What follows belongs to an exercise in optimizing a design on an open flow for small area and a short achievable clock period; a production flow would make more cautious choices.
The RTL was checked by simulation tests, not by an equivalence proof against the original design.

## izhneuron_verilog
module izhneuron_verilog(clk, rst, en, WE, Addr, AER_BUS, Weight, spike_out);
input wire clk;
input wire rst;
input wire en;
input wire WE;
input wire [3:0] Addr;
input wire [3:0] AER_BUS;
input wire [10:0] Weight;
output wire spike_out;
reg [10:0] mem0, mem1, mem2, mem3;
reg [3:0] valid;                  
reg [10:0] wout, acc, I;
reg [13:0] N, t;              
wire sel0 = valid[0] & (AER_BUS == 4'd0);
wire sel1 = valid[1] & (AER_BUS == 4'd1);
wire sel2 = valid[2] & (AER_BUS == 4'd2);
wire sel3 = valid[3] & (AER_BUS == 4'd3);
wire [10:0] rdg = ({11{sel0}} & mem0) | ({11{sel1}} & mem1) | ({11{sel2}} & mem2) | ({11{sel3}} & mem3);
wire sm0 = acc[0] ^ wout[0];
wire sc0 = acc[0] & wout[0];
wire sm1 = acc[1] ^ wout[1] ^ sc0;
wire sc1 = (acc[1] & wout[1]) | (acc[1] & sc0) | (wout[1] & sc0);
wire sm2 = acc[2] ^ wout[2] ^ sc1;
wire sc2 = (acc[2] & wout[2]) | (acc[2] & sc1) | (wout[2] & sc1);
wire sm3 = acc[3] ^ wout[3] ^ sc2;
wire sc3 = (acc[3] & wout[3]) | (acc[3] & sc2) | (wout[3] & sc2);
wire sm4 = acc[4] ^ wout[4] ^ sc3;
wire sc4 = (acc[4] & wout[4]) | (acc[4] & sc3) | (wout[4] & sc3);
wire sm5 = acc[5] ^ wout[5] ^ sc4;
wire sc5 = (acc[5] & wout[5]) | (acc[5] & sc4) | (wout[5] & sc4);
wire sm6 = acc[6] ^ wout[6] ^ sc5;
wire sc6 = (acc[6] & wout[6]) | (acc[6] & sc5) | (wout[6] & sc5);
wire sm7 = acc[7] ^ wout[7] ^ sc6;
wire sc7 = (acc[7] & wout[7]) | (acc[7] & sc6) | (wout[7] & sc6);
wire sm8 = acc[8] ^ wout[8] ^ sc7;
wire sc8 = (acc[8] & wout[8]) | (acc[8] & sc7) | (wout[8] & sc7);
wire sm9 = acc[9] ^ wout[9] ^ sc8;
wire sc9 = (acc[9] & wout[9]) | (acc[9] & sc8) | (wout[9] & sc8);
wire sm10 = acc[10] ^ wout[10] ^ sc9;
wire sc10 = (acc[10] & wout[10]) | (acc[10] & sc9) | (wout[10] & sc9);
  ...
Size: ~750 cells after synthesis, roughly 24 I/O pins, roughly 8400 um2 of cells after synthesis.
Settings: LEC_CHECK=0, CAP_MARGIN=20, CORE_MARGIN=2, CORE_UTILIZATION=40, SLEW_MARGIN=20; clock period 21.0 ns.
standard.sh (not shown) runs the stock make flow with config.mk's settings and CLKGATE_MAP_FILE= SYNTH_SCRIPT=/design/flow/synth_recipe.tcl, a recipe that flattens the netlist after the stock synthesis.
==> flow/flow/run.sh <==
#!/bin/bash
# Standard ORFS layout of the standard synthesis, with these changes in how it is made:
#  - after synthesis, flow/polar.py re-polarises full adders (FA(~a,~b,~c) =
#    ~FA(a,b,c)) to drop inverters; the registers and the function are unchanged;
#  - the gate driving spike_out takes the reset from the reset port's buffer
#    directly, not through the reset's fan-out buffers (flow/post_grt.tcl);
set -e
cp standard.sh standard.sh.log
export SETUP_SLACK_MARGIN=${FLOW_SETUP_MARGIN:-12}
export BUFFER_PORTS_ARGS="-buffer_cell sky130_fd_sc_hd__buf_2"
# after global routing: the reset input of spike_out's gate is fed straight from
# the reset port's buffer (flow/post_grt.tcl)
export POST_GLOBAL_ROUTE_TCL=$(pwd)/flow/post_grt.tcl
bash standard.sh synth > synth.log 2>&1
R=orfs/results/sky130hd/izhneuron_verilog/base
cp $R/1_2_yosys.v yosys_netlist_before_polar.v.log
python3 flow/polar.py $R/1_2_yosys.v $R/1_2_yosys.polar.v > polar.log 2>&1
mv $R/1_2_yosys.polar.v $R/1_2_yosys.v
rm -f $R/1_synth.odb
bash standard.sh > standard.log 2>&1
Other scripts of this flow, unchanged in this note and not shown: flow/flow/polar.py, flow/flow/post_grt.tcl
Next try:
--- a/flow/design.v
+++ b/flow/design.v
@@ -700,35 +700,35 @@
 wire nnb11 = ~N0a[11] & nnb10;
 wire nnd12 = N0a[12] ^ nnb11;
 wire nnb12 = ~N0a[12] & nnb11;
 wire nnd13 = N0a[13] ^ nnb12;
 wire nnb13 = ~N0a[13] & nnb12;
 wire [13:0] N_next = {nnd13, nnd12, nnd11, nnd10, nnd9, nnd8, nnd7, nnd6, nnd5, nnd4, N0a[3:0]};
 wire signed [13:0] ts = t;
 wire f = ts < -14'sd1285;               
 wire spk = f | ~wsn;
 assign spike_out = ~rst & spk;
 wire g = ~y[13] & (y[12:0] > 13'd1068);
-wire [13:0] t_next = (rst | f | g) ? 14'd118 : y;    
+wire [13:0] t_next = (f | g) ? 14'd118 : y;
 always @(posedge clk) begin
-	t <= t_next;
 	if (WE && Addr[3:2] == 2'b00) begin
 		case (Addr[1:0])
 			2'd0: mem0 <= Weight;
 			2'd1: mem1 <= Weight;
 			2'd2: mem2 <= Weight;
 			default: mem3 <= Weight;
 		endcase
 	end
 	if (rst) begin
 		valid <= 4'b0000;
 		wout <= 11'd0; acc <= 11'd0; I <= 11'd0;
-		N <= 14'd16112;
+		N <= 14'd16112; t <= 14'd118;
 	end else begin
 		if (WE && Addr[3:2] == 2'b00) valid[Addr[1:0]] <= 1'b1;
 		if (!WE) wout <= rdg;
 		acc <= en ? 11'd0 : sum;
 		I <= I_next;
 		N <= N_next;
+		t <= t_next;
 	end
 end
 endmodule
Non-clock buffer count shrinks by 13.
Area after synthesis is higher by about 0.46%.
Global-route usage fell by 0.25 points.
Routed wire length falls by 0.58%.
Hold slack degrades by 8.6 ps.

==> separate check: timing with driven ports <==
The results above use ideal ports. As a check the final layouts listed here were re-extracted and re-timed, cells and wires unchanged.
Step 1, drivers: a clkbuf_16 drives clk and a buf_2 each remaining input, both assumed.
Step 2 also shifts input and output timing later by t, the mid clock arrival at the registers, as if the neighbouring blocks saw the same clock.
Three values: no drivers, after step 1, after step 2; two values: the first two.
run | shift t [ns] | setup slack, ns | worst slew at a driven data input, ns
the first run | 0.398 | 12.108 / 12.058 / 12.058 | 0.06
the second run | 0.393 | 12.150 / 12.119 / 12.119 | 0.04
After both steps setup and hold are still met in every run listed. The setup slack of the first run, which loses most, moves by -0.050 ns with the drivers and by -0.050 ns with both steps.
